Source: an optimization exercise on an open RTL-to-GDS flow (aim: small area). Production flows keep margins and buffers that such runs may drop.
Function was checked by simulation only, so behaviour that the tests miss may differ from the original.
Power and IR drop assume default switching activity.

==> design.v <==
module fade #(
    parameter INC_DEC_INTERVAL = 10000,    
    parameter INC_DEC_MAX = 200,          
    parameter PWM_INTERVAL = 600,     
    parameter INC_DEC_VAL = PWM_INTERVAL / INC_DEC_MAX,
    parameter INITIAL_PWM = 1200
)(
    input  logic clk, 
    input  logic rst,
    output logic [$clog2(PWM_INTERVAL) - 1:0] pwm_value
);
    localparam PWM_INC = 1'b0;
    localparam PWM_DEC = 1'b1;
    logic current_state;
    logic next_state;
    logic [$clog2(INC_DEC_INTERVAL) - 1:0] count;
    logic [$clog2(INC_DEC_MAX) - 1:0] inc_dec_count;
    logic time_to_inc_dec;
    logic time_to_transition;
    always_ff @(posedge clk) begin
        if (rst)
            current_state <= PWM_INC;
        else
            current_state <= next_state;
    end
    always_comb begin
        case (current_state)
            PWM_INC: next_state = (pwm_value >= PWM_INTERVAL - INC_DEC_VAL) ? PWM_DEC : PWM_INC;
            PWM_DEC: next_state = (pwm_value <= 0) ? PWM_INC : PWM_DEC;
            default: next_state = PWM_INC;
        endcase
    end
    always_ff @(posedge clk) begin
        if (rst) begin
            count <= 0;
            time_to_inc_dec <= 1'b0;
        end else if (count == INC_DEC_INTERVAL - 1) begin
            count <= 0;
            time_to_inc_dec <= 1'b1;
        end else begin
            count <= count + 1;
            time_to_inc_dec <= 1'b0;
        end
    end
    always_ff @(posedge clk) begin
        if (rst) begin
            pwm_value <= INITIAL_PWM;
        end else if (time_to_inc_dec) begin
            case (current_state)
                PWM_INC: pwm_value <= (pwm_value + INC_DEC_VAL >= PWM_INTERVAL) ? PWM_INTERVAL : pwm_value + INC_DEC_VAL;
                PWM_DEC: pwm_value <= (pwm_value <= INC_DEC_VAL) ? 0 : pwm_value - INC_DEC_VAL;
            endcase
        end
    end
    always_ff @(posedge clk) begin
        if (rst) begin
            inc_dec_count <= 0;
            time_to_transition <= 1'b0;
        end else if (time_to_inc_dec) begin
            if (inc_dec_count == INC_DEC_MAX - 1) begin
                inc_dec_count <= 0;
                time_to_transition <= 1'b1;
            end else begin
                inc_dec_count <= inc_dec_count + 1;
                time_to_transition <= 1'b0;
            end
        end
    end
endmodule
module pwm #(
    parameter PWM_INTERVAL = 12000
)(
    input logic clk, 
    input logic rst,
    input logic [$clog2(PWM_INTERVAL) - 1:0] pwm_value, 
    output logic pwm_out
);
    logic [$clog2(PWM_INTERVAL) - 1:0] pwm_count;
    always_ff @(posedge clk) begin
        if (rst)
            pwm_count <= 0;
        else if (pwm_count == PWM_INTERVAL - 1)
            pwm_count <= 0;
        else
            pwm_count <= pwm_count + 1;
    end
    assign pwm_out = (pwm_count < pwm_value) ? 1'b1 : 1'b0;
endmodule
module top #(   
    parameter PWM_INTERVAL = 600  
)(
    input  logic clk, 
    input  logic rst,
    output logic RGB_R,
    output logic RGB_G,
    output logic RGB_B
);
    logic [$clog2(PWM_INTERVAL) - 1:0] red_value;
    logic [$clog2(PWM_INTERVAL) - 1:0] green_value;
    logic [$clog2(PWM_INTERVAL) - 1:0] blue_value;
    logic red_pwm;
    logic green_pwm;
    logic blue_pwm;
    fade #(
        .PWM_INTERVAL   (PWM_INTERVAL),
        .INITIAL_PWM    (600)
    ) fade_red (
        .clk            (clk), 
        .rst            (rst),
        .pwm_value      (red_value)
    );
    fade #(
        .PWM_INTERVAL   (PWM_INTERVAL),
        .INITIAL_PWM    (600 / 3)
    ) fade_green (
        .clk            (clk), 
        .rst            (rst),
        .pwm_value      (green_value)
    );
    fade #(
        .PWM_INTERVAL   (PWM_INTERVAL),
        .INITIAL_PWM    (600  / 6)
    ) fade_blue (
        .clk            (clk), 
        .rst            (rst),
        .pwm_value      (blue_value)
    );
    pwm #(
        .PWM_INTERVAL (PWM_INTERVAL)
    ) pwm_red (
        .clk        (clk), 
        .rst        (rst),
        .pwm_value  (red_value), 
        .pwm_out    (red_pwm)
    );
    pwm #(
        .PWM_INTERVAL (PWM_INTERVAL)
    ) pwm_green (
        .clk        (clk), 
        .rst        (rst),
        .pwm_value  (green_value), 
        .pwm_out    (green_pwm)
    );
    pwm #(
        .PWM_INTERVAL (PWM_INTERVAL)
    ) pwm_blue (
        .clk        (clk), 
        .rst        (rst),
        .pwm_value  (blue_value), 
        .pwm_out    (blue_pwm)
    );
    assign RGB_R = ~red_pwm;
    assign RGB_G = ~green_pwm;
    assign RGB_B = ~blue_pwm;
endmodule
==> run.sh <==
#!/bin/bash
# synth_recipe.tcl (not shown) runs the flow's synth.tcl, then flattens the netlist and writes it again
# the make line also repeats each setting of config.mk as NAME=value (left out here)
make -C /OpenROAD-flow-scripts/flow DESIGN_CONFIG=/design/flow/config.mk WORK_HOME=/design/flow/orfs CLKGATE_MAP_FILE= SYNTH_SCRIPT=/design/flow/synth_recipe.tcl finish
==> config.mk <==
export PLATFORM = sky130hd
export DESIGN_NAME = top
export DESIGN_NICKNAME = top
export VERILOG_FILES = /design/flow/design.v
export SDC_FILE = /design/flow/constraint.sdc
export NUM_CORES = 4
export LEC_CHECK = 0
export CAP_MARGIN = 20
export CORE_MARGIN = 2
export CORE_UTILIZATION = 40
export SLEW_MARGIN = 20
==> constraint.sdc <==
create_clock -name core_clock -period 5.0 [get_ports {clk}]
set_input_delay 1.0000 -clock core_clock [delete_from_list [all_inputs] [get_ports {clk}]]
set_output_delay 1.0000 -clock core_clock [all_outputs]
set_load 0.01 [all_outputs]
==> flow_summary_export.csv, run 1 <==
group,metric,value,unit
worst_setup_path,rr_startpoint,"fade_green.pwm_value[1]",
worst_setup_path,r2r_end,"fade_green.pwm_value[4]",
power_and_ir_drop,p_leak,0.00266,uW
logic_synthesis,syn_area,6870,um2
logic_synthesis,synthAdderAreaFrac,8.19,%
logic_synthesis,synthTopCellsByCount,"nor2_1, dfxtp_1, nand2_1",
clock_network,root_buffer,"clkbuf_16",
logic_synthesis,synth-seq-cells,108,
logic_synthesis,synth_top_flop_cell,"dfxtp_1",
sta,rsz0062_at_grt,"no",
cells_and_area,stdcell_count,1060,
die,die_area,18200,um2
logic_synthesis,synthArstFlopShare,0,%
global_routing,grt_pass1_vias,5423,
detailed_routing,post_drt_wl_per_cell,14.5,um
detailed_routing,drc,0,
sta,finalSetupViolCount,0,
power_and_ir_drop,combPwrFrac,4.5,%
clock_network,cts.repair.resized,0,
logic_synthesis,synth_xor_xnor_area_share,8.16,%
logic_synthesis,yosysTopAreaCellShare,31.5,%
global_routing,grt.overflow.total,0,
worst_setup_path,start_kind,"flip-flop",
sta,hold_viol_final,0,
power_and_ir_drop,p_switching,441,uW
logic_synthesis,synth_edf_count,0,
sta,fin_setup_tns,0,ns
detailed_routing,wl,15300,um
sta,clock_skew,0.00891,ns
cells_and_area,drive_gt1_share,3.93,%
placed_design,portBuffers,4,
sta,period_needed,3.77,ns
logic_synthesis,synth_most_common_cell,"nor2_1",
logic_synthesis,synth.area.top_cells,"dfxtp_1, ha_1, nor2_1",
detailed_routing,first_pass_iters,5,
logic_synthesis,avgSynthCellArea,7.91,um2
die,die_y,135,um
placed_design,gp_congestion,0.842,
die,rows,47,
detailed_routing,drtIter0Drc,466,
global_routing,antenna_found_initial,0,
logic_synthesis,yosys.area.top_type,"dfxtp_1",
worst_setup_path,cp.arrival,2.77,ns
sta,finalMaxSlewViolations,0,
power_and_ir_drop,netSwitchingFraction,25.9,%
logic_synthesis,yosysWarningCount,4,
power_and_ir_drop,intPower,1260,uW
placed_design,dp_cells,1044,
sta,fmax,265,MHz
clock_network,h-tree-depth,3,
clock_network,cts_setup_buffers,0,
detailed_routing,antenna_left,0,
power_and_ir_drop,ir_drop,173,uV
worst_hold_path,hold_end,"fade_green.count[0]",
flow_run,maxCapViolCount,0,
sta,period_share,75.4,%
clock_network,cts_tree,"done",
die,dieWidth,135,um
placed_design,hpwlAfterDp,10600,um
die,initial_core_util,41.2,%
run_status,outcome,"no timing/DRC/antenna violations",
logic_synthesis,syn_inst,869,
clock_network,holdBufCountCts,0,
detailed_routing,drt-vias-per-instance,5.69,
clock_network,cts_buffers,9,
worst_setup_path,crit_type,"flip-flop to output pin",
logic_synthesis,synth_compound_area_share,19.8,%
worst_hold_path,hp-class,"flip-flop to flip-flop",
worst_setup_path,cp_max_fo,19,
detailed_routing,num_vias,6028,
clock_network,clk_pin_slew,0.08,ns
worst_setup_path,r2r_slack,1.96,ns
sta,slew_headroom,47.0,%
logic_synthesis,synth-simple-area-share,26.5,%
sta,worst_pin_slew,0.787,ns
power_and_ir_drop,seqPwrFrac,52.8,%
cells_and_area,fin_util,43.6,%
logic_synthesis,synth_cell_types,76,
cells_and_area,antenna_cells,0,
worst_setup_path,reg2reg_depth,8,
power_and_ir_drop,power_density,234,nW/um2
logic_synthesis,synth-seq-area-share,31.5,%
clock_network,insertion_delay,0.36,ns
worst_hold_path,whs_path_depth,1,
cells_and_area,syn2layout_area_growth,6.06,%
logic_synthesis,syn_nets,916,
worst_setup_path,end_kind,"output pin",
worst_hold_path,hold_path.startpoint,"fade_green.count[0]",
power_and_ir_drop,total_power,1700,uW
logic_synthesis,yosys-mux-area-fraction,0.437,%
global_routing,grt_max_degree,38,
global_routing,grt_first_pass_wirelength,26400,um
global_routing,grt_use_total,17.5,%
worst_setup_path,critPathRequiredTime,4.00,ns
clock_network,cts_buffer_depth,2,
cells_and_area,finalNetCount,882,
die,io_pins,5,
logic_synthesis,synth_top_family_by_area,"simple AND/OR/NAND/NOR gates",
power_and_ir_drop,clock_power_share,42.7,%
clock_network,numClockSinks,108,
die,core-area,16700,um2
-- power groups by stage --
stage / combinational [uW] / sequential [uW] / clock [uW]
detailed placement: 77.5 / 921 / 0
global placement: 77.3 / 921 / 0
finish: 76.0 / 901 / 728
CTS: 77.7 / 901 / 757
global route: 89.2 / 905 / 786
floorplan: 73.7 / 905 / 0
-- cell usage in the layout (no fill, tap or decap), types with 9 or more instances in the layout --
master / count
a311oi_1: 9
o211ai_1: 9
nand2_1: 56
dfxtp_1: 108
inv_1: 43
nor2b_1: 10
clkbuf_16: 9
xor2_1: 39
a21oi_1: 35
nand3_1: 44
o21ai_0: 36
nand4_1: 20
xnor2_1: 25
and3_1: 23
ha_1: 45
a31oi_1: 11
nor2_1: 118
nor3_1: 31
o31ai_1: 11
-- how the worst max path moves through the flow --
stage / cells past startpoint / startpoint / slack [ns] / to
final: 7 / fade_red.pwm_value[2] / 1.23 / RGB_R
after detailed placement: 7 / fade_red.pwm_value[2] / 1.65 / RGB_R
after global placement: 7 / fade_red.pwm_value[2] / 1.70 / RGB_R
after CTS: 7 / fade_red.pwm_value[2] / 1.23 / RGB_R
after global routing: 7 / fade_red.pwm_value[2] / 1.07 / RGB_R
after floorplan: 8 / fade_green.pwm_value[1] / 2.19 / RGB_G
-- state kept, by name (all words and copies together) (netlist names), 10 cells and up --
signal / count
fade_green.count: 14
fade_red.pwm_value: 10
fade_blue.pwm_value: 10
pwm_red.pwm_count: 10
fade_red.count: 14
pwm_green.pwm_count: 10
fade_green.pwm_value: 10
pwm_blue.pwm_count: 10
fade_blue.count: 14
-- worst max-delay path: stages, from the launching register on --
cell             delay (ns)
dfxtp_1                0.71
inv_1                  0.20
ha_1                   0.34
a21o_1                 0.16
a211o_1                0.28
a21oi_1                0.12
o31ai_1                0.10
clkdlybuf4s50_1        0.49
-- layer usage --
layer,up-vias,track usage [%],part of all wire [%]
met5,-,0,0
met4,0,6.31,2.3
met3,35,4.47,4.9
met2,168,26.8,44
met1,2729,23.9,49
li1,3096,-,-
-- kinds of logic (layout without fill, tap and decap cells) --
family                   after synthesis  in the layout
buffers and inverters                 95             66
AO/OA/AOI/OAI                        192            192
multiplexers                           3              3
adder cells (fa/ha/maj)               45             45
flip-flops                           108            108
XOR/XNOR                              64             64
AND/OR/NAND/NOR                      362            362
-- cell type report --
type / count / area, um2
Timing Repair Buffer: 6 / 50.0
Multi-Input combinational cell: 666 / 4330
Clock inverter: 7 / 78.8
Inverter: 44 / 165
Tap cell: 220 / 275
Fill cell: 1680 / 9410
Sequential cell: 108 / 2160
Clock buffer: 9 / 225
-- through the flow --
step                area, um2  worst slack (ns)  hold WS (ns)
floorplan                6870              2.19         0.413
global placement         6990              1.70         0.431
detailed placement       6990              1.65         0.436
CTS                      7290              1.23         0.453
global route             7290              1.07         0.479
finish                   7290              1.23         0.450
==> run 2: changes to the inputs <==
==> design.v (replaced) <==
module fade #(
    parameter logic [7:0] T0 = 8'd0,    
    parameter logic [1:0] R  = 2'd0     
)(
    input  logic       clk,
    input  logic       rst,
    input  logic       step,
    input  logic [7:0] q,
    input  logic [1:0] s,
    output logic       out
);
    logic [7:0] t;
    logic       dir;
    logic       f;
    wire [1:0] r = f ? R : 2'd0;
    wire t_zero = (t == 8'd0);
    always_ff @(posedge clk) begin
        if (rst) begin
            t   <= T0;
            dir <= 1'b0;
            f   <= (R != 2'd0);
        end else begin
            if (step) begin
                if (!dir)
                    t <= t + 8'd1;
                else if (t_zero)
                    f <= 1'b0;
                else
                    t <= t - 8'd1;
            end
            if (!dir)
                dir <= (t >= 8'd199);
            else
                dir <= !(t_zero && r == 2'd0);
        end
    end
    wire lt = (s < r);
    wire [8:0] d = {1'b0, q} - {1'b0, t} - {8'd0, lt};
    assign out = ~d[8];
endmodule
module top #(
    parameter PWM_INTERVAL = 600
)(
    input  logic clk,
    input  logic rst,
    output logic RGB_R,
    output logic RGB_G,
    output logic RGB_B
);
    logic [1:0] s;
    logic [7:0] q;
    logic [5:0] b;
    wire s_wrap = (s == 2'd2);
    wire q_wrap = (q == 8'd199);
    wire e200 = (s == 2'd0 && q == 8'd0) || (s == 2'd2 && q == 8'd66) || (s == 2'd1 && q == 8'd133);
    wire step = e200 && (b == 6'd0);
    always_ff @(posedge clk) begin
        if (rst) begin
            s <= 2'd0;
            q <= 8'd0;
            b <= 6'd0;
        end else begin
            s <= s_wrap ? 2'd0 : s + 2'd1;
            if (s_wrap)
                q <= q_wrap ? 8'd0 : q + 8'd1;
            if (e200)
                b <= (b == 6'd49) ? 6'd0 : b + 6'd1;
        end
    end
    fade #(.T0(8'd199), .R(2'd0)) fade_red   (.clk(clk), .rst(rst), .step(step), .q(q), .s(s), .out(RGB_R));
    fade #(.T0(8'd65),  .R(2'd2)) fade_green (.clk(clk), .rst(rst), .step(step), .q(q), .s(s), .out(RGB_G));
    fade #(.T0(8'd32),  .R(2'd1)) fade_blue  (.clk(clk), .rst(rst), .step(step), .q(q), .s(s), .out(RGB_B));
endmodule
==> flow_summary_export.csv, run 2 <==
group,metric,value,unit
run_status,outcome,"no timing/DRC/antenna violations",
worst_setup_path,critPathMaxStageDelay,0.54,ns
sta,finalMaxSlewViolations,0,
clock_network,cts.repair.resized,0,
detailed_routing,post_drt_wl_per_cell,13.1,um
cells_and_area,antenna_cells,0,
cells_and_area,fillers,851,
logic_synthesis,yosysTopAreaCellShare,24.8,%
worst_setup_path,crit_slowest_cell,"clkdlybuf4s50_1",
die,initial_core_util,41.5,%
clock_network,insertion_delay,0.29,ns
power_and_ir_drop,ir_drop,138,uV
sta,finalSetupViolCount,0,
sta,fin_setup_tns,0,ns
logic_synthesis,synth-seq-cells,45,
die,rows,34,
worst_setup_path,crit_type,"flip-flop to output pin",
logic_synthesis,synthTopCellsByCount,"ha_1, inv_1, dfxtp_1",
clock_network,h-tree-depth,2,
logic_synthesis,syn_nets,517,
clock_network,cts_buffers,5,
cells_and_area,layout_commonest_cell,"ha_1",
sta,hold_viol_final,0,
detailed_routing,antenna_left,0,
sta,fmax,249,MHz
sta,period_needed,4.02,ns
worst_setup_path,cp_max_fo,7,
flow_run,maxCapViolCount,0,
sta,worst_slack,0.985,ns
global_routing,grt_first_pass_wirelength,12800,um
sta,rsz0062_at_grt,"no",
detailed_routing,num_vias,2963,
global_routing,grt_use_total,15.6,%
logic_synthesis,yosysWarningCount,4,
worst_setup_path,path_buf_inv,2,
sta,clock_skew,0.00724,ns
clock_network,holdBufCountCts,0,
logic_synthesis,synth_edf_count,0,
worst_setup_path,start_kind,"flip-flop",
cells_and_area,drive_gt1_share,3.34,%
logic_synthesis,yosys.area.top_type,"dfxtp_1",
sta,period_share,80.3,%
sta,worst_pin_slew,0.816,ns
logic_synthesis,synth.area.top_cells,"dfxtp_1, ha_1, inv_1",
die,core-area,8760,um2
logic_synthesis,avgSynthCellArea,8.15,um2
clock_network,numClockSinks,45,
clock_network,root_buffer,"clkbuf_8",
global_routing,grt.overflow.total,0,
worst_setup_path,critPathRequiredTime,4.00,ns
logic_synthesis,syn_area,3630,um2
placed_design,portBuffers,4,
logic_synthesis,synth_most_common_cell,"ha_1",
die,die_area,9870,um2
clock_network,cts_tree,"done",
logic_synthesis,synth_cell_types,53,
detailed_routing,drt-vias-per-instance,5.32,
die,io_pins,5,
worst_setup_path,cpMostUsedCell,"ha_1",
global_routing,antenna_found_initial,0,
placed_design,gp_congestion,0.809,
detailed_routing,drc,0,
clock_network,cts_buffer_depth,2,
clock_network,clk_pin_slew,0.09,ns
placed_design,hpwlAfterDp,5600,um
worst_setup_path,worstPathCellList,"inv_1, ha_1, a21o_1, ha_1, nand2_1, nand3b_1, a211oi_1, o21bai_1, a31oi_1, xnor2_1, clkdlybuf4s50_1",
cells_and_area,finalNetCount,519,
power_and_ir_drop,p_leak,0.00183,uW
worst_setup_path,end_kind,"output pin",
global_routing,grt_pass1_vias,2769,
worst_setup_path,cp_top_family,"compound AO/OA/AOI/OAI gates",
detailed_routing,first_pass_iters,4,
die,dieWidth,99.3,um
cells_and_area,layout.cells.most_common_list,"ha_1, inv_1, dfxtp_1",
detailed_routing,wl,7290,um
worst_setup_path,cp.arrival,3.02,ns
cells_and_area,syn2layout_area_growth,6.71,%
sta,slew_headroom,45.4,%
logic_synthesis,synthArstFlopShare,0,%
logic_synthesis,synth-seq-area-share,24.8,%
logic_synthesis,syn_inst,446,
die,die_y,99.3,um
clock_network,cts_setup_buffers,0,
detailed_routing,drtIter0Drc,68,
power_and_ir_drop,power_density,407,nW/um2
logic_synthesis,synth_top_flop_cell,"dfxtp_1",
placed_design,pre_cts_ws,1.34,ns
global_routing,grt_max_degree,21,
worst_hold_path,hp-class,"flip-flop to flip-flop",
run 2: cell count changes after synthesis, sizes merged, moves of 17 or more:
cell / previous run / this run
inv: 44 / 61
and3: 23 / 3
nor2: 118 / 37
o21ai: 37 / 17
dfxtp: 108 / 45
xor2: 39 / 6
ha: 45 / 66
clkbuf: 42 / 5
nor3: 31 / 14
nand3: 44 / 11
nand2: 56 / 32
run 2: cells by family (layout without fill, tap and decap cells):
family                     after synthesis  after routing  share of synthesized area, %
buffers and inverters                   72             75                          7.61
DFF                                     45             45                          24.8
xor gates and xnor gates                22             22                          5.30
and+or+nand+nor                        143            143                          19.8
muxes                                    8              8                          2.24
adders and majority gates               69             69                          24.4
AOI/OAI and AO/OA                       87             87                          15.9
run 2: final timing paths:
kind | startpoint | end | slack (ns) | depth (start not counted)
max reg2reg | s[0] | fade_red.t[1] | 2.29 | 7
min reg2reg | s[0] | s[0] | 0.45 | 1
min | s[0] | s[0] | 0.45 | 1
max | fade_blue.t[0] | RGB_B | 0.98 | 11
run 2: metal layers:
metal / vias up / global-route usage, % / share of wire (%)
met5: - / 0 / 0
met3: 6 / 2.25 / 1.8
met2: 25 / 26.7 / 46
met4: 0 / 3.06 / 0.89
met1: 1376 / 21.2 / 51
li1: 1556 / - / -
run 2: final cells by class:
type	instances	area [um2]	area share [%]
Clock buffer	7	96.3	2.48
Sequential cell	45	901	23.2
Tap cell	108	135	3.48
Multi-Input combinational cell	329	2460	63.4
Timing Repair Buffer	6	55.1	1.42
Inverter	61	229	5.90
Clock inverter	1	5.00	0.129
run 2: through the flow:
step / std cells / utilization (%) / hold slack (ns) / total power, uW / area (um2)
CTS: 557 / 44.3 / 0.448 / 1600 / 3880
floorplan: 446 / - / 0.419 / 1140 / 3630
global placement: 549 / 43.1 / 0.430 / 1310 / 3780
global route: 557 / 44.3 / 0.488 / 1750 / 3880
finish: 557 / 44.3 / 0.449 / 1580 / 3880
detailed placement: 549 / 43.1 / 0.441 / 1340 / 3780
run 2: power by group:
part / internal, uW / switching (uW)
clock: 125 / 124
combinational: 372 / 431
sequential: 423 / 102
total: 920 / 658
==> run 3: changes to the inputs <==
==> design.v (replaced) <==
module top #(
    parameter PWM_INTERVAL = 600
)(
    input  logic clk,
    input  logic rst,
    output logic RGB_R,
    output logic RGB_G,
    output logic RGB_B
);
    logic [1:0] s;
    logic [7:0] q;
    logic [5:0] b;
    wire s_wrap = (s == 2'd2);
    wire q_wrap = (q == 8'd199);
    wire e200 = (s == 2'd0 && q == 8'd0) || (s == 2'd2 && q == 8'd66) || (s == 2'd1 && q == 8'd133);
    wire step = e200 && (b == 6'd0);
    always_ff @(posedge clk) begin
        if (rst) begin
            s <= 2'd0;
            q <= 8'd0;
            b <= 6'd0;
        end else begin
            s <= s_wrap ? 2'd0 : s + 2'd1;
            if (s_wrap)
                q <= q_wrap ? 8'd0 : q + 8'd1;
            if (e200)
                b <= (b == 6'd49) ? 6'd0 : b + 6'd1;
        end
    end
    logic [8:0] u;
    logic gT, bT;    
    always_ff @(posedge clk) begin
        if (rst) begin
            u <= 9'd197;
            gT <= 1'b1;
            bT <= 1'b1;
        end else if (step) begin
            u <= (u == 9'd397) ? 9'd0 : u + 9'd1;
            if (u == 9'd132) gT <= 1'b0;
            if (u == 9'd165) bT <= 1'b0;
        end
    end
    wire        [10:0] D = 11'd512 + {3'b0, q} - {2'b0, u};    
    wire        [9:0]  S = {2'b0, q} + {1'b0, u};
    function automatic logic chan(input logic [8:0] u, input logic [10:0] D,
                                  input logic [9:0] S, input logic [8:0] c, input logic lt);
        if (u >= c)
            chan = (D >= 11'd512 + {10'd0, lt} - {2'b0, c}) || (S >= 10'd398 + c + lt);
        else
            chan = (S >= c + lt);
    endfunction
    wire red0 = (u == 9'd198) && bT;
    assign RGB_R = !red0 && chan(u, D, S, 9'd0, 1'b0);
    assign RGB_G = gT ? chan(u, D, S, 9'd132, s < 2'd2) : chan(u, D, S, 9'd133, 1'b0);
    assign RGB_B = bT ? chan(u, D, S, 9'd165, s < 2'd1) : chan(u, D, S, 9'd166, 1'b0);
endmodule
==> flow/run.sh (new file) <==
#!/bin/bash
bash standard.sh > standard.log 2>&1
==> standard.sh (new file) <==
#!/bin/bash
# synth_recipe.tcl (not shown) runs the flow's synth.tcl, then flattens the netlist and writes it again
# the make line also repeats each setting of config.mk as NAME=value (left out here)
make -C /OpenROAD-flow-scripts/flow DESIGN_CONFIG=/design/flow/config.mk WORK_HOME=/design/flow/orfs CLKGATE_MAP_FILE= SYNTH_SCRIPT=/design/flow/synth_recipe.tcl "${@:-finish}"
removed: run.sh
==> flow_summary_export.csv, run 3 <==
group,metric,value,unit
placed_design,dp_cells,495,
global_routing,grt_first_pass_wirelength,13300,um
power_and_ir_drop,p_leak,0.00135,uW
worst_setup_path,cp_max_fo,6,
cells_and_area,stdcell_count,499,
worst_setup_path,crit_slowest_cell,"clkdlybuf4s50_1",
logic_synthesis,syn_inst,393,
die,io_pins,5,
global_routing,antenna_found_initial,0,
die,die_y,90.8,um
clock_network,cts_buffer_depth,2,
worst_setup_path,worstPathCellList,"buf_4, ha_1, fa_1, nand2b_1, a21oi_2, a31oi_4, mux2_2, a21o_1, o21ai_1, or4b_1, a32o_1, clkdlybuf4s50_1",
cells_and_area,layout_commonest_cell,"nor2_1",
logic_synthesis,synth-seq-area-share,17.9,%
logic_synthesis,avgSynthCellArea,7.67,um2
sta,period_share,97.2,%
worst_setup_path,r2r_end,"u[7]",
logic_synthesis,synth-seq-cells,27,
worst_setup_path,worst-path-stages,12,
detailed_routing,drt-vias-per-instance,5.81,
sta,finalSetupViolCount,0,
worst_setup_path,cp_top_family,"compound AO/OA/AOI/OAI gates",
logic_synthesis,synthTopCellsByCount,"nor2_1, ha_1, dfxtp_1",
run_status,outcome,"no timing/DRC/antenna violations",
worst_setup_path,rr_startpoint,"s[0]",
detailed_routing,antenna_left,0,
logic_synthesis,synth.area.top_cells,"dfxtp_1, ha_1, nor2_1",
worst_hold_path,hp-class,"flip-flop to flip-flop",
clock_network,cts_setup_buffers,0,
placed_design,hpwlAfterDp,6440,um
global_routing,grtUsageMet1,29.8,%
logic_synthesis,syn_nets,434,
detailed_routing,wl,8260,um
cells_and_area,top_register,"u",
logic_synthesis,synth_edf_count,0,
sta,worst_pin_slew,0.709,ns
power_and_ir_drop,power_density,266,nW/um2
sta,fin_setup_tns,0,ns
cells_and_area,drive_gt1_share,10.0,%
cells_and_area,fillers,755,
sta,finalMaxSlewViolations,0,
power_and_ir_drop,ir_drop,248,uV
sta,whs,0.467,ns
cells_and_area,syn2layout_area_growth,11.1,%
logic_synthesis,yosysWarningCount,1,
detailed_routing,first_pass_iters,5,
placed_design,portBuffers,4,
detailed_routing,post_drt_wl_per_cell,16.5,um
sta,hold_viol_final,0,
die,initial_core_util,41.4,%
clock_network,insertion_delay,0.29,ns
die,dieWidth,90.8,um
placed_design,gp_congestion,0.893,
worst_setup_path,cp.arrival,3.86,ns
logic_synthesis,synth_most_common_cell,"nor2_1",
logic_synthesis,synth_top_flop_cell,"dfxtp_1",
sta,period_needed,4.86,ns
logic_synthesis,syn_area,3020,um2
global_routing,grtUsageMet2,29.2,%
cells_and_area,reg_top3,"u x9, q x8, b x6",
cells_and_area,largest_register_ff_count,9,
die,die_area,8250,um2
clock_network,holdBufCountCts,0,
clock_network,h-tree-depth,1,
detailed_routing,drtIter0Drc,235,
cells_and_area,layout.cells.most_common_list,"nor2_1, ha_1, inv_1",
die,core-area,7290,um2
global_routing,grt_max_degree,19,
sta,fmax,206,MHz
worst_hold_path,whs_path_depth,1,
clock_network,root_buffer,"clkbuf_8",
global_routing,grt_use_total,19.8,%
detailed_routing,drc,0,
flow_run,maxCapViolCount,0,
worst_setup_path,end_kind,"output pin",
placed_design,dpl_cell_area,3220,um2
clock_network,clk_pin_slew,0.11,ns
worst_hold_path,hold_end,"s[0]",
logic_synthesis,yosys.area.top_type,"dfxtp_1",
logic_synthesis,synth_cell_types,65,
cells_and_area,finalNetCount,442,
worst_setup_path,critPathMaxStageDelay,0.48,ns
clock_network,cts_tree,"done",
cells_and_area,antenna_cells,0,
global_routing,grt.busiest_layer,"met1",
worst_setup_path,path_buf_inv,2,
clock_network,numClockSinks,27,
clock_network,cts_buffers,3,
sta,slew_headroom,52.7,%
global_routing,grt_pass1_vias,2609,
cells_and_area,fin_area,3350,um2
logic_synthesis,synthArstFlopShare,0,%
worst_setup_path,r2r_slack,2.37,ns
worst_setup_path,reg2reg_depth,10,
sta,clock_skew,0.0105,ns
global_routing,grt.overflow.total,0,
die,rows,31,
global_routing,use_met3,2.25,%
logic_synthesis,yosysTopAreaCellShare,17.9,%
worst_setup_path,crit_type,"flip-flop to output pin",
worst_setup_path,start_kind,"flip-flop",
detailed_routing,num_vias,2898,
worst_hold_path,hold_path.startpoint,"s[0]",
worst_setup_path,critPathRequiredTime,4.00,ns
[run 3: changes by cell type after synthesis, sizes merged, moves of 6 or more]
cell    change
a211o       -6
ha         -29
nand4       +8
dfxtp      -18
clkbuf      +7
inv        -35
nand2b      +9
nand2       -9
o21ai       +6
[run 3: final cells by class]
class	instances	area [um2]	area share, %
multi-input cells	324	2380	71.1
inverters	26	97.6	2.91
repair buffers	19	153	4.56
clock buffers	3	41.3	1.23
flip-flops and latches	27	544	16.2
well taps	99	124	3.70
clock inverters	1	8.76	0.261
[run 3: worst reg2reg max path, stage by stage (launching register included)]
cell	delay [ns]
dfxtp_1	0.34
inv_1	0.08
ha_1	0.35
nand3b_1	0.13
a21boi_0	0.21
and4_1	0.40
and3_1	0.29
nand3_1	0.09
or4_1	0.42
nand3_1	0.10
o211ai_1	0.09
[run 3: how the worst max path moves through the flow]
stage	from	to	slack, ns
4_1_cts	u[3]	RGB_G	0.04
3_5_place_dp	q[2]	RGB_G	0.24
6_report	q[0]	RGB_B	0.14
2_1_floorplan	u[2]	RGB_G	0.97
3_3_place_gp	q[2]	RGB_G	0.27
5_1_grt	q[0]	RGB_G	-0.08
[run 3: stage by stage]
stage          setup slack [ns]  utilization (%)  power, uW
2_1_floorplan             0.968                -        624
3_3_place_gp              0.271             44.2        738
3_5_place_dp              0.237             44.2        743
4_1_cts                  0.0370             45.2        886
5_1_grt                 -0.0760             46.0        974
6_report                  0.139             46.0        890
[run 3: what timing repair did]
item / 4_1_cts / 5_1_grt
gates resized for setup: 5 / 15
pin swaps: 0 / 1
endpoints found under the setup margin: 1 / 2
[run 3: cells by family after synthesis]
logic type	share of synthesized area [%]
AOI/OAI and AO/OA	23.1
xor gates and xnor gates	7.55
adders and majority gates	16.7
muxes	1.37
and+or+nand+nor	27.9
DFF	17.9
buffers and inverters	5.52
[run 3: report_power, final]
| part | leakage (uW) | internal, uW | switching, uW |
|---|---|---|---|
| combinational | 0.00111 | 202 | 291 |
| clock | 0.0000261 | 58.9 | 80.8 |
| sequential | 0.000221 | 238 | 19.7 |
[run 3: per-layer routing]
layer | vias to the layer above | share of wire (%)
li1 | 1445 | -
met1 | 1354 | 50
met2 | 84 | 43
met3 | 15 | 4.2
met4 | 0 | 2.3
met5 | - | 0
==> run 4: changes to the inputs <==
==> run.sh (new file) <==
#!/bin/bash
# synth_recipe.tcl (not shown) runs the flow's synth.tcl, then flattens the netlist and writes it again
# the make line also repeats each setting of config.mk as NAME=value (left out here)
make -C /OpenROAD-flow-scripts/flow DESIGN_CONFIG=/design/flow/config.mk WORK_HOME=/design/flow/orfs CLKGATE_MAP_FILE= SYNTH_SCRIPT=/design/flow/synth_recipe.tcl finish
removed: flow/run.sh
removed: standard.sh
==> flow_summary_export.csv, run 4 <==
group,metric,value,unit
logic_synthesis,synth-seq-cells,27,
placed_design,pre_cts_ws,0.237,ns
logic_synthesis,synth_edf_count,0,
logic_synthesis,syn_nets,434,
sta,slew_headroom,52.7,%
worst_setup_path,path_buf_inv,2,
detailed_routing,first_pass_iters,5,
power_and_ir_drop,power_density,266,nW/um2
clock_network,cts_setup_buffers,0,
logic_synthesis,syn_inst,393,
logic_synthesis,synth_top_flop_cell,"dfxtp_1",
worst_hold_path,whs_path_depth,1,
sta,finalSetupViolCount,0,
worst_setup_path,cp_max_fo,6,
global_routing,grt_first_pass_wirelength,13300,um
worst_setup_path,start_kind,"flip-flop",
clock_network,root_buffer,"clkbuf_8",
clock_network,numClockSinks,27,
detailed_routing,drtIter0Drc,235,
logic_synthesis,synth_cell_types,65,
worst_setup_path,worst-path-stages,12,
detailed_routing,post_drt_wl_per_cell,16.5,um
cells_and_area,top_register,"u",
clock_network,holdBufCountCts,0,
die,die_area,8250,um2
die,rows,31,
run_status,outcome,"no timing/DRC/antenna violations",
die,core-area,7290,um2
cells_and_area,layout.cells.most_common_list,"nor2_1, ha_1, inv_1",
cells_and_area,antenna_cells,0,
cells_and_area,largest_register_ff_count,9,
die,initial_core_util,41.4,%
cells_and_area,fillers,755,
detailed_routing,drc,0,
sta,finalMaxSlewViolations,0,
worst_setup_path,r2r_slack,2.37,ns
die,io_pins,5,
cells_and_area,fin_util,46.0,%
clock_network,clk_pin_slew,0.11,ns
worst_setup_path,worstPathCellList,"buf_4, ha_1, fa_1, nand2b_1, a21oi_2, a31oi_4, mux2_2, a21o_1, o21ai_1, or4b_1, a32o_1, clkdlybuf4s50_1",
clock_network,cts_tree,"done",
clock_network,cts_buffers,3,
cells_and_area,drive_gt1_share,10.0,%
global_routing,antenna_found_initial,0,
placed_design,gp_congestion,0.893,
sta,period_share,97.2,%
worst_setup_path,crit_slowest_cell,"clkdlybuf4s50_1",
logic_synthesis,syn_area,3020,um2
worst_setup_path,end_kind,"output pin",
detailed_routing,num_vias,2898,
worst_setup_path,critPathLaunch,"q[0]",
logic_synthesis,yosys.area.top_type,"dfxtp_1",
sta,clock_skew,0.0105,ns
logic_synthesis,yosysWarningCount,1,
detailed_routing,drt-vias-per-instance,5.81,
logic_synthesis,avgSynthCellArea,7.67,um2
clock_network,h-tree-depth,1,
global_routing,grt_max_degree,19,
logic_synthesis,yosysTopAreaCellShare,17.9,%
worst_setup_path,reg2reg_depth,10,
power_and_ir_drop,p_leak,0.00135,uW
clock_network,insertion_delay,0.29,ns
placed_design,hpwlAfterDp,6440,um
worst_setup_path,cp_top_family,"compound AO/OA/AOI/OAI gates",
flow_run,maxCapViolCount,0,
logic_synthesis,synth-seq-area-share,17.9,%
power_and_ir_drop,ir_drop,248,uV
logic_synthesis,synthArstFlopShare,0,%
global_routing,grt_pass1_vias,2609,
sta,worst_slack,0.139,ns
placed_design,portBuffers,4,
clock_network,cts_buffer_depth,2,
cells_and_area,syn2layout_area_growth,11.1,%
global_routing,grt_use_total,19.8,%
sta,period_needed,4.86,ns
global_routing,grt.overflow.total,0,
logic_synthesis,synthTopCellsByCount,"nor2_1, ha_1, dfxtp_1",
worst_setup_path,r2r_end,"u[7]",
cells_and_area,stdcell_count,499,
worst_setup_path,critPathRequiredTime,4.00,ns
placed_design,dp_cells,495,
sta,fmax,206,MHz
sta,worst_pin_slew,0.709,ns
worst_setup_path,crit_type,"flip-flop to output pin",
worst_setup_path,critPathMaxStageDelay,0.48,ns
die,die_y,90.8,um
worst_setup_path,cp.arrival,3.86,ns
worst_setup_path,endpoint,"RGB_B",
cells_and_area,layout_commonest_cell,"nor2_1",
detailed_routing,antenna_left,0,
logic_synthesis,synth.area.top_cells,"dfxtp_1, ha_1, nor2_1",
cells_and_area,finalNetCount,442,
sta,hold_viol_final,0,
worst_hold_path,hp-class,"flip-flop to flip-flop",
logic_synthesis,synth_most_common_cell,"nor2_1",
detailed_routing,wl,8260,um
worst_setup_path,rr_startpoint,"s[0]",
cells_and_area,reg_top3,"u x9, q x8, b x6",
die,dieWidth,90.8,um
==> run 4: kinds of logic (layout without fill, tap and decap cells) <==
logic type / Yosys count / count (layout) / share of synthesized area, %
xor gates and xnor gates: 26 / 26 / 7.55
and+or+nand+nor: 154 / 154 / 27.9
AOI/OAI and AO/OA: 101 / 101 / 23.1
adders and majority gates: 39 / 39 / 16.7
muxes: 4 / 4 / 1.37
buffers and inverters: 42 / 49 / 5.52
DFF: 27 / 27 / 17.9
==> run 4: worst min path at each step <==
stage               from   end  slack (ns)
CTS                 s[0]  s[0]        0.47
detailed placement  s[0]  s[0]        0.45
global route        s[0]  s[0]        0.51
floorplan           s[0]  s[0]        0.42
finish              s[0]  s[0]        0.47
global placement    s[0]  s[0]        0.44
==> run 4: layout make-up <==
class | count | area, um2 | area share (%)
clock buffer | 3 | 41.3 | 1.23
sequential | 27 | 544 | 16.2
multi-input combinational | 324 | 2380 | 71.1
tap | 99 | 124 | 3.70
inverter | 26 | 97.6 | 2.91
clock inverter | 1 | 8.76 | 0.261
timing repair buffer | 19 | 153 | 4.56
==> run 4: power breakdown <==
group,switching [uW],internal (uW),leakage (uW),total [uW]
clock,80.8,58.9,0.0000261,140
sequential,19.7,238,0.000221,258
combinational,291,202,0.00111,493
total,391,499,0.00135,890
==> run 4: routing by layer <==
layer	global-route usage, %	part of all wire [%]	vias up
li1	-	-	1445
met1	29.8	50	1354
met2	29.2	43	84
met3	2.25	4.2	15
met4	5.93	2.3	0
met5	0	0	-
==> run 4: what timing repair did <==
action | CTS | global route
setup endpoints to repair | 1 | 2
endpoints found under the hold margin | 0 | 0
resized for setup | 5 | 15
pin swaps | 0 | 1
==> run 4: stage by stage <==
stage,hold slack (ns),area [um2],power [uW],TNS (ns)
5_1_grt,0.507,3350,974,-0.0969
3_3_place_gp,0.441,3220,738,0
6_report,0.467,3350,890,0
3_5_place_dp,0.451,3220,743,0
2_1_floorplan,0.419,3020,624,0
4_1_cts,0.467,3290,886,0
==> run 5: changes to the inputs <==
==> flow/run.sh (new file) <==
#!/bin/bash
# Standard synthesis, then the combinational logic between the standard
# synthesis's registers is re-mapped by ABC for area (registers, their names
# and cells untouched), then the standard layout from that netlist.
set -euo pipefail
HERE=$(pwd)
RES=$HERE/orfs/results/$FLOW_PLATFORM/top/base
YOSYS=$(command -v yosys || echo "$FLOW_HOME/../tools/install/yosys/bin/yosys")

bash standard.sh synth > std_synth.log 2>&1

cp "$RES/1_2_yosys.v" "$HERE/std_1_2_yosys.v"
LIB=$FLOW_HOME/platforms/$FLOW_PLATFORM/lib/sky130_fd_sc_hd__tt_025C_1v80.lib
sed -e "s#@LIB@#$LIB#g" -e "s#@IN@#$HERE/std_1_2_yosys.v#g" -e "s#@OUT@#$HERE/reopt.v#g" \
    -e "s#@ABC@#$HERE/flow/area.abc#g" flow/reopt.ys > reopt_run.ys
"$YOSYS" -l reopt.log -q reopt_run.ys > reopt_stdout.log 2>&1

cp "$HERE/reopt.v" "$RES/1_2_yosys.v"
rm -f "$RES/1_synth.odb" "$RES/1_synth.sdc"
bash standard.sh finish > std_finish.log 2>&1
==> flow/area.abc (new file) <==
strash
&get -n
&deepsyn -T 30
&put
&get -n
&dch -f
&nf -R 1000
&put
==> flow/reopt.ys (new file) <==
read_liberty -ignore_miss_func -overwrite -setattr liberty_cell @LIB@
read_verilog @IN@
hierarchy -top top
setattr -mod -set keep_hierarchy 1 sky130_fd_sc_hd__dfxtp_1
flatten top
opt_clean -purge top
select top
abc -script @ABC@ -liberty @LIB@ -dont_use *lpflow* -dont_use *probe*
setundef -zero
splitnets
opt_clean -purge
hilomap -singleton -hicell sky130_fd_sc_hd__conb_1 HI -locell sky130_fd_sc_hd__conb_1 LO
insbuf -buf sky130_fd_sc_hd__buf_4 A X
opt_clean -purge
tee -o reopt_stat.txt stat -liberty @LIB@
select -clear
delete A:liberty_cell
write_verilog -noattr -nohex -nodec @OUT@
==> standard.sh (new file) <==
#!/bin/bash
# synth_recipe.tcl (not shown) runs the flow's synth.tcl, then flattens the netlist and writes it again
# the make line also repeats each setting of config.mk as NAME=value (left out here)
make -C /OpenROAD-flow-scripts/flow DESIGN_CONFIG=/design/flow/config.mk WORK_HOME=/design/flow/orfs CLKGATE_MAP_FILE= SYNTH_SCRIPT=/design/flow/synth_recipe.tcl "${@:-finish}"
removed: run.sh
==> flow_summary_export.csv, run 5 <==
group,metric,value,unit
cells_and_area,layout_commonest_cell,"nor2_1",
power_and_ir_drop,ir_drop,166,uV
cells_and_area,drive_gt1_share,4.76,%
sta,fmax,207,MHz
global_routing,grt_use_total,17.4,%
global_routing,antenna_found_initial,0,
sta,clock_skew,0.00804,ns
cells_and_area,top_register,"u",
worst_hold_path,hp-class,"flip-flop to flip-flop",
power_and_ir_drop,power_density,274,nW/um2
clock_network,h-tree-depth,1,
logic_synthesis,yosysWarningCount,1,
logic_synthesis,syn_area,1660,um2
detailed_routing,wl,3830,um
global_routing,grt_max_degree,17,
die,die_y,68.5,um
detailed_routing,drt-vias-per-instance,5.41,
detailed_routing,first_pass_iters,4,
sta,worst_pin_slew,0.562,ns
cells_and_area,finalNetCount,234,
clock_network,clk_pin_slew,0.10,ns
clock_network,insertion_delay,0.28,ns
detailed_routing,num_vias,1521,
cells_and_area,largest_register_ff_count,9,
logic_synthesis,syn_nets,224,
cells_and_area,syn2layout_area_growth,10.3,%
power_and_ir_drop,p_leak,0.000667,uW
cells_and_area,layout.cells.most_common_list,"nor2_1, dfxtp_1, nor3_1",
die,io_pins,5,
sta,hold_viol_final,0,
worst_setup_path,reg2reg_depth,14,
clock_network,cts_buffer_depth,2,
sta,period_share,96.4,%
global_routing,grt_pass1_vias,1279,
logic_synthesis,syn_inst,222,
worst_hold_path,whs_path_depth,1,
die,die_area,4690,um2
flow_run,maxCapViolCount,0,
cells_and_area,fin_area,1840,um2
clock_network,cts_tree,"done",
sta,finalSetupViolCount,0,
cells_and_area,antenna_cells,0,
worst_setup_path,cp.arrival,3.82,ns
die,rows,23,
clock_network,numClockSinks,27,
worst_setup_path,crit_type,"flip-flop to output pin",
worst_setup_path,cp_max_fo,9,
placed_design,dpl_cell_area,1770,um2
detailed_routing,drtIter0Drc,90,
die,dieWidth,68.5,um
die,core-area,4000,um2
sta,slew_headroom,62.4,%
sta,finalMaxSlewViolations,0,
logic_synthesis,avgSynthCellArea,7.50,um2
detailed_routing,antenna_left,0,
placed_design,hpwlAfterDp,2900,um
global_routing,grt.overflow.total,0,
worst_setup_path,end_kind,"output pin",
placed_design,portBuffers,4,
placed_design,gp_congestion,0.802,
detailed_routing,drc,0,
global_routing,grt_first_pass_wirelength,6130,um
worst_setup_path,start_kind,"flip-flop",
placed_design,pre_cts_ws,0.345,ns
die,initial_core_util,41.6,%
clock_network,root_buffer,"clkbuf_8",
worst_setup_path,critPathRequiredTime,4.00,ns
sta,period_needed,4.82,ns
detailed_routing,post_drt_wl_per_cell,13.6,um
clock_network,cts_buffers,3,
sta,worst_slack,0.178,ns
run_status,outcome,"no timing/DRC/antenna violations",
cells_and_area,reg_top3,"u x9, q x8, b x6",
==> run 5: routing by layer <==
layer  wire length (um)  global-route usage (%)
met1               1940                    24.4
met4                 55                    6.00
met2               1740                    27.6
met3                 94                    1.95
met5                  0                       0
==> run 5: layout make-up <==
class                           instances  area [um2]
Clock inverter                          1        7.51
Timing Repair Buffer                    5        47.5
Tap cell                               50        62.6
Sequential cell                        27         548
Fill cell                             431        2160
Multi-Input combinational cell        190        1110
Clock buffer                            3        41.3
Inverter                                5        18.8
==> run 5: per-stage QoR <==
step | instances | setup TNS, ns | hold slack (ns) | util (%) | power (uW)
after global routing | 281 | -0.0288 | 0.541 | 45.9 | 536
after global placement | 277 | 0 | 0.484 | 44.4 | 373
final | 281 | 0 | 0.500 | 45.9 | 503
after CTS | 281 | 0 | 0.498 | 45.6 | 501
after floorplan | 222 | 0 | 0.443 | - | 343
after detailed placement | 277 | 0 | 0.481 | 44.4 | 373
==> run 5: repair_timing <==
item                       in CTS  in global routing
setup buffers                   0                  0
hold buffers                    0                  0
gates resized for setup         0                  7
setup endpoints to repair       0                  3
==> run 5: report_power, final <==
| group | internal (uW) | switching (uW) | leakage (uW) |
|---|---|---|---|
| sequential | 226 | 15.6 | 0.000221 |
| combinational | 54.1 | 75.2 | 0.000425 |
| clock | 56.8 | 75.8 | 0.0000217 |
==> run 5: worst paths after layout <==
path / startpoint / endpoint / slack (ns)
max: u[2] / RGB_B / 0.18
max reg2reg: s[1] / u[8] / 1.76
min reg2reg: s[0] / s[0] / 0.50
min: s[0] / s[0] / 0.50
==> run 5: critical path, cell delays in order (launching register included) <==
cell	delay, ns
dfxtp_4	0.40
and2_0	0.23
nor2_1	0.15
a21oi_2	0.21
a21oi_1	0.12
maj3_1	0.41
maj3_1	0.41
maj3_1	0.40
maj3_2	0.36
o32ai_1	0.27
nand2_1	0.08
clkdlybuf4s50_1	0.48
==> run 6: changes to the inputs <==
==> design.v (replaced) <==
module top #(
    parameter PWM_INTERVAL = 600
)(
    input  logic clk,
    input  logic rst,
    output logic RGB_R,
    output logic RGB_G,
    output logic RGB_B
);
    logic [1:0] s;    
    logic [7:0] q;    
    logic [5:0] b;    
    logic [8:0] u;    
    logic       bT;   
    wire s_wrap = s[1];                                    
    wire q_wrap = q[7] & q[6] & q[2] & q[1] & q[0];        
    wire b_wrap = b[5] & b[4] & b[0];                      
    wire u_wrap = u[8] & u[7] & u[3] & u[2] & u[0];        
    wire e200 = (!s[1] && !s[0] && q == 8'd0) || (s[1] && q == 8'd66) || (s[0] && q == 8'd133);
    wire step = e200 && (b == 6'd0);
    always_ff @(posedge clk) begin
        if (rst) begin
            s  <= 2'd0;
            q  <= 8'd0;
            b  <= 6'd0;
            u  <= 9'd197;
            bT <= 1'b1;
        end else begin
            s <= s_wrap ? 2'd0 : s + 2'd1;
            if (s_wrap)
                q <= q_wrap ? 8'd0 : q + 8'd1;
            if (e200)
                b <= b_wrap ? 6'd0 : b + 6'd1;
            if (step) begin
                u <= u_wrap ? 9'd0 : u + 9'd1;
                if (u == 9'd165) bT <= 1'b0;
            end
        end
    end
    wire gT = bT && !(u >= 9'd133 && u <= 9'd165);
    wire red0 = bT && (u == 9'd198);
    wire [10:0] D = 11'd512 + {3'b0, q} - {2'b0, u};    
    wire [9:0]  S = {2'b0, q} + {1'b0, u};
    function automatic logic chan(input logic [8:0] u, input logic [10:0] D,
                                  input logic [9:0] S, input logic [8:0] c, input logic lt);
        if (u >= c)
            chan = (D >= 11'd512 + {10'd0, lt} - {2'b0, c}) || (S >= 10'd398 + c + lt);
        else
            chan = (S >= c + lt);
    endfunction
    assign RGB_R = !red0 && chan(u, D, S, 9'd0, 1'b0);
    assign RGB_G = gT ? chan(u, D, S, 9'd132, !s[1]) : chan(u, D, S, 9'd133, 1'b0);
    assign RGB_B = bT ? chan(u, D, S, 9'd165, !s[1] && !s[0]) : chan(u, D, S, 9'd166, 1'b0);
endmodule
==> flow_summary_export.csv, run 6 <==
group,metric,value,unit
detailed_routing,post_drt_wl_per_cell,12.4,um
die,die_area,4580,um2
sta,rsz0062_at_grt,"no",
worst_setup_path,critPathMaxStageDelay,0.40,ns
sta,period_needed,4.69,ns
detailed_routing,drt-vias-per-instance,5.36,
worst_setup_path,cp_max_fo,7,
cells_and_area,top_register,"u",
global_routing,grt.busiest_layer,"met2",
cells_and_area,drive_gt1_share,5.11,%
power_and_ir_drop,clock_power_share,32.9,%
die,rows,23,
placed_design,pre_cts_ws,0.144,ns
die,dieWidth,67.7,um
placed_design,hpwlAfterDp,2810,um
detailed_routing,drtIter0Drc,75,
global_routing,grt_use_total,17.7,%
global_routing,use_met3,1.50,%
power_and_ir_drop,seqPwrFrac,43.0,%
die,core-area,3940,um2
global_routing,grtUsageMet2,27.7,%
clock_network,numClockSinks,26,
cells_and_area,layout.cells.most_common_list,"nor2_1, a21oi_1, dfxtp_1",
worst_setup_path,cp_top_family,"adder cells",
placed_design,portBuffers,4,
detailed_routing,antenna_left,0,
global_routing,antenna_found_initial,0,
clock_network,holdBufCountCts,0,
power_and_ir_drop,p_switching,154,uW
worst_setup_path,crit_slowest_cell,"maj3_1",
cells_and_area,fin_area,1850,um2
sta,fmax,213,MHz
sta,clock_skew,0.00770,ns
placed_design,dpl_cell_area,1760,um2
clock_network,root_buffer,"clkbuf_8",
power_and_ir_drop,netSwitchingFraction,29.0,%
sta,finalMaxSlewViolations,0,
clock_network,cts_tree,"done",
run_status,outcome,"no timing/DRC/antenna violations",
cells_and_area,reg_top3,"u x9, q x8, b x6",
cells_and_area,finalNetCount,238,
worst_setup_path,end_kind,"output pin",
global_routing,grt.overflow.total,0,
power_and_ir_drop,combPwrFrac,24.2,%
die,initial_core_util,41.2,%
cells_and_area,largest_register_ff_count,9,
clock_network,insertion_delay,0.28,ns
flow_run,maxCapViolCount,0,
sta,fin_setup_tns,0,ns
worst_hold_path,hp-class,"flip-flop to flip-flop",
power_and_ir_drop,total_power,530,uW
clock_network,cts_buffer_depth,2,
logic_synthesis,syn_inst,222,
detailed_routing,num_vias,1527,
power_and_ir_drop,intPower,376,uW
cells_and_area,syn2layout_area_growth,14.0,%
die,io_pins,5,
cells_and_area,layout_commonest_cell,"nor2_1",
detailed_routing,drc,0,
die,die_y,67.7,um
sta,hold_viol_final,0,
detailed_routing,first_pass_iters,4,
logic_synthesis,avgSynthCellArea,7.31,um2
power_and_ir_drop,ir_drop,155,uV
worst_setup_path,cpMostUsedCell,"maj3_1",
logic_synthesis,syn_area,1620,um2
logic_synthesis,yosysWarningCount,1,
clock_network,cts_setup_buffers,0,
worst_setup_path,cp.arrival,3.69,ns
global_routing,grtUsageMet1,25.0,%
sta,worst_pin_slew,0.550,ns
global_routing,grt_first_pass_wirelength,6200,um
clock_network,h-tree-depth,1,
worst_setup_path,crit_type,"flip-flop to output pin",
sta,finalSetupViolCount,0,
global_routing,grt_pass1_vias,1364,
logic_synthesis,syn_nets,224,
clock_network,clk_pin_slew,0.09,ns
sta,worst_slack,0.309,ns
global_routing,grt_max_degree,16,
cells_and_area,antenna_cells,0,
detailed_routing,wl,3540,um
worst_setup_path,worstPathCellList,"xor2_1, a21oi_1, and2_0, a21o_1, maj3_1, maj3_1, maj3_2, maj3_1, a21oi_1, nor3_1, nor4_1, nor4_1, dlymetal6s2s_1",
power_and_ir_drop,p_leak,0.000745,uW
worst_setup_path,path_buf_inv,1,
sta,period_share,93.8,%
placed_design,gp_congestion,0.818,
worst_setup_path,start_kind,"flip-flop",
clock_network,cts_buffers,3,
power_and_ir_drop,power_density,286,nW/um2
sta,slew_headroom,63.2,%
worst_setup_path,critPathRequiredTime,4.00,ns
-- run 6: cell types whose count changed in the layout (fill, tap and decap cells not counted), sizes merged, moves of 3 or more --
cell,delta
dlymetal6s2s,+3
o22ai,-3
and2,+4
nor3,-4
a21oi,+6
clkdlybuf4s50,-3
buf,+4
nor4,+3
clkinv,+3
nand2b,-9
nand2,+3
nor2b,-3
-- run 6: what timing repair did --
item                       in CTS  in global routing
gates cloned                    0                  0
resized for setup               3                  5
pin swaps                       1                  1
setup endpoints to repair       3                  3
-- run 6: per-stage QoR --
stage / hold WS [ns] / util [%] / std cells
final: 0.513 / 46.9 / 285
after global routing: 0.541 / 46.9 / 285
after CTS: 0.513 / 46.6 / 285
after detailed placement: 0.494 / 44.7 / 281
after global placement: 0.496 / 44.7 / 281
after floorplan: 0.449 / - / 222
-- run 6: worst paths after layout --
path | start | endpoint | cells after the start | slack (ns)
setup / recovery | q[1] | RGB_R | 13 | 0.31
hold / removal | b[2] | b[2] | 2 | 0.51
setup reg to reg | s[1] | u[7] | 11 | 1.85
hold reg to reg | b[2] | b[2] | 2 | 0.51
-- run 6: tightest hold or removal path, cell delays in order (launching register included) --
cell and delay (ns):
dfxtp_1 0.33, nor2_1 0.10, nor3_1 0.04
-- run 6: power by group through the flow --
stage                     Combinational (uW)  Clock [uW]  Sequential (uW)
after floorplan                         91.5           0              233
after global placement                   129           0              232
after detailed placement                 128           0              232
after CTS                                128         180              228
after global routing                     145         186              230
final                                    128         174              228
-- run 6: per-layer routing --
layer / share of wire, % / routed length, um
met5: 0 / 0
met4: 1.6 / 57
met3: 1.7 / 59
met2: 44 / 1550
met1: 53 / 1880
-- run 6: area by class of cell --
type | instances | area (um2)
clock buffers | 3 | 41.3
clock inverters | 1 | 30.0
fillers | 410 | 2090
inverters | 8 | 30.0
multi-input cells | 188 | 1070
flip-flops and latches | 26 | 528
well taps | 50 | 62.6
repair buffers | 9 | 85.1
==> run 7: changes to the inputs <==
==> flow/run.sh (replaced) <==
#!/bin/bash
# Standard synthesis, then the combinational logic between the standard
# synthesis's registers is re-mapped by ABC for area (registers, their names
# and cells untouched; several ABC seeds in parallel, the smallest result kept),
# then the standard layout from that netlist, with buf_1 port buffers and a
# clkbuf_8 clock tree.
set -euo pipefail
HERE=$(pwd)
RES=$HERE/orfs/results/$FLOW_PLATFORM/top/base
YOSYS=$(command -v yosys || echo "$FLOW_HOME/../tools/install/yosys/bin/yosys")
LIB=$FLOW_HOME/platforms/$FLOW_PLATFORM/lib/sky130_fd_sc_hd__tt_025C_1v80.lib

bash standard.sh synth > std_synth.log 2>&1
cp "$RES/1_2_yosys.v" "$HERE/std_1_2_yosys.v"

SEEDS="1 2 3 4"
for S in $SEEDS; do
  sed -e "s#@S@#$S#g" -e "s#@T@#${DEEPSYN_T:-60}#g" flow/area.abc > "area_$S.abc"
  sed -e "s#@LIB@#$LIB#g" -e "s#@IN@#$HERE/std_1_2_yosys.v#g" -e "s#@OUT@#$HERE/reopt_$S.v#g" \
      -e "s#@ABC@#$HERE/area_$S.abc#g" -e "s#reopt_stat.txt#reopt_stat_$S.txt#g" flow/reopt.ys > "reopt_$S.ys"
  "$YOSYS" -l "reopt_$S.log" -q "reopt_$S.ys" > "reopt_stdout_$S.log" 2>&1 &
done
wait
BEST=""; BESTA=""
for S in $SEEDS; do
  [ -s "reopt_$S.v" ] || continue
  A=$(awk '/Chip area/ {print $NF}' "reopt_stat_$S.txt")
  if [ -z "$BEST" ] || awk -v a="$A" -v b="$BESTA" 'BEGIN {exit !(a < b)}'; then BEST=$S; BESTA=$A; fi
done
echo "best seed $BEST area $BESTA" > reopt_choice.txt
cp "$HERE/reopt_$BEST.v" "$RES/1_2_yosys.v"
rm -f "$RES/1_synth.odb" "$RES/1_synth.sdc"

export BUFFER_PORTS_ARGS="-buffer_cell sky130_fd_sc_hd__buf_1"
export CTS_ARGS="-sink_clustering_enable -repair_clock_nets -buf_list sky130_fd_sc_hd__clkbuf_8 -root_buf sky130_fd_sc_hd__clkbuf_8 -sink_clustering_size 30 -dont_use_dummy_load"
bash standard.sh finish > std_finish.log 2>&1
==> flow/area.abc (replaced) <==
strash
&get -n
&deepsyn -T @T@ -S @S@
&put
&get -n
&dch -f
&nf -R 1000
&put
==> flow_summary_export.csv, run 7 <==
group,metric,value,unit
clock_network,cts_buffers,3,
logic_synthesis,avgSynthCellArea,7.40,um2
logic_synthesis,syn_nets,221,
clock_network,root_buffer,"clkbuf_8",
die,dieWidth,67.6,um
run_status,outcome,"no timing/DRC/antenna violations",
detailed_routing,post_drt_wl_per_cell,13.4,um
worst_setup_path,end_kind,"output pin",
global_routing,grt_max_degree,15,
sta,clock_skew,0.00657,ns
sta,slew_headroom,62.4,%
detailed_routing,drt-vias-per-instance,5.49,
cells_and_area,largest_register_ff_count,9,
sta,worst_pin_slew,0.558,ns
sta,finalSetupViolCount,0,
detailed_routing,first_pass_iters,4,
cells_and_area,drive_gt1_share,4.85,%
die,die_area,4580,um2
die,rows,23,
logic_synthesis,yosysWarningCount,1,
worst_setup_path,reg2reg_depth,11,
cells_and_area,antenna_cells,0,
clock_network,insertion_delay,0.27,ns
die,initial_core_util,41.1,%
placed_design,portBuffers,4,
worst_setup_path,start_kind,"flip-flop",
global_routing,grt_pass1_vias,1405,
worst_setup_path,crit_type,"flip-flop to output pin",
power_and_ir_drop,power_density,266,nW/um2
clock_network,cts_buffer_depth,2,
sta,hold_viol_final,0,
cells_and_area,reg_top3,"u x9, q x8, b x6",
detailed_routing,drtIter0Drc,55,
flow_run,maxCapViolCount,0,
placed_design,dpl_cell_area,1710,um2
global_routing,grt_first_pass_wirelength,6330,um
cells_and_area,fin_area,1760,um2
logic_synthesis,syn_inst,219,
clock_network,numClockSinks,26,
cells_and_area,layout.cells.most_common_list,"nor2_1, dfxtp_1, nand2_1",
cells_and_area,stdcell_count,277,
clock_network,clk_pin_slew,0.09,ns
sta,period_share,94.2,%
worst_hold_path,hp-class,"flip-flop to flip-flop",
placed_design,dp_cells,274,
worst_setup_path,cp_max_fo,8,
power_and_ir_drop,ir_drop,139,uV
clock_network,cts_setup_buffers,0,
placed_design,gp_congestion,0.815,
detailed_routing,drc,0,
worst_setup_path,critPathRequiredTime,4.00,ns
sta,worst_slack,0.291,ns
global_routing,grt.overflow.total,0,
cells_and_area,syn2layout_area_growth,8.34,%
sta,fin_setup_tns,0,ns
worst_setup_path,r2r_slack,2.21,ns
die,core-area,3940,um2
clock_network,h-tree-depth,1,
sta,whs,0.478,ns
clock_network,cts_tree,"done",
global_routing,grt_use_total,17.8,%
sta,fmax,212,MHz
cells_and_area,finalNetCount,231,
sta,rsz0062_at_grt,"no",
worst_hold_path,whs_path_depth,1,
detailed_routing,antenna_left,0,
placed_design,pre_cts_ws,0.289,ns
die,die_y,67.6,um
power_and_ir_drop,p_leak,0.000665,uW
die,io_pins,5,
placed_design,hpwlAfterDp,2830,um
cells_and_area,top_register,"u",
detailed_routing,wl,3710,um
logic_synthesis,syn_area,1620,um2
sta,period_needed,4.71,ns
sta,finalMaxSlewViolations,0,
detailed_routing,num_vias,1521,
clock_network,holdBufCountCts,0,
worst_setup_path,cp.arrival,3.71,ns
global_routing,antenna_found_initial,0,
cells_and_area,layout_commonest_cell,"nor2_1",
run 7: final cells by class:
class	instances	area, um2
fill	405	2190
multi-input combinational	187	1080
sequential	26	526
tap	50	62.6
clock buffer	3	41.3
timing repair buffer	5	22.5
inverter	6	22.5
run 7: critical path, cell delays in order, from the launching register on:
cell     delay [ns]
dfxtp_2        0.37
nor2_1         0.12
o21ai_1        0.11
maj3_2         0.34
maj3_1         0.40
maj3_1         0.40
nand2_1        0.08
o21ai_1        0.10
maj3_2         0.36
maj3_2         0.37
nand2_1        0.08
nand2_1        0.05
o21ai_0        0.12
nand4_1        0.14
a31oi_1        0.17
o41ai_1        0.10
buf_1          0.13
run 7: worst paths after layout:
kind                            startpoint     to
worst max register to register        s[1]   u[7]
worst min-delay path                  s[0]   s[0]
worst min register to register        s[0]   s[0]
worst max-delay path                  u[1]  RGB_B
run 7: layer usage:
metal | vias to the layer above | share of wire [%] | wire length, um | GRT usage (%)
met2 | 10 | 46 | 1700 | 29.5
met5 | - | 0 | 0 | 0
met4 | 0 | 0.97 | 36 | 4.34
li1 | 805 | - | - | -
met1 | 702 | 51 | 1890 | 24.2
met3 | 4 | 2.2 | 82 | 2.50
run 7: what timing repair did:
| item | 4_1_cts | 5_1_grt |
|---|---|---|
| gates resized for setup | 1 | 8 |
| endpoints found under the setup margin | 1 | 1 |
| pin swaps | 0 | 1 |
run 7: power by group:
group	switching (uW)	internal [uW]
logic	66.5	48.3
registers	15.5	218
clock network	64.5	54.1
run 7: stage by stage:
| step | utilization (%) | total power [uW] |
|---|---|---|
| final | 44.5 | 467 |
| after global routing | 44.5 | 499 |
| after CTS | 44.3 | 469 |
| after detailed placement | 43.3 | 351 |
| after global placement | 43.3 | 351 |
| after floorplan | - | 324 |

-- separate check: timing with driven ports --
Ports are ideal in the flow. The routed layouts listed here were re-timed in OpenROAD. Step 1: set_driving_cell puts a clkbuf_16 on clk and a buf_2 on each other input, an assumption about the parent block. Step 2 adds t to the input delays and takes it off the output delays; t is the mean of the earliest and latest rising clock arrival at the registers after step 1. Input paths then give back, and output paths get back, about the clock's delay inside the block. Slacks: no drivers / after step 1 / after step 2; pairs: no drivers / after step 1.
| run | t, ns | setup WS [ns] | worst slew at a driven data input, ns |
|---|---|---|---|
| run 1 | 0.400 | 1.232 / 1.192 / 1.592 | 0.03 |
| run 2 | 0.319 | 0.985 / 0.957 / 1.275 | 0.03 |
| run 3 | 0.317 | 0.139 / 0.111 / 0.428 | 0.03 |
| run 4 | 0.317 | 0.139 / 0.111 / 0.428 | 0.03 |
| run 5 | 0.305 | 0.178 / 0.152 / 0.457 | 0.03 |
| run 6 | 0.294 | 0.309 / 0.286 / 0.580 | 0.03 |
| run 7 | 0.294 | 0.291 / 0.266 / 0.560 | 0.03 |
After both steps every run listed still meets setup and hold.
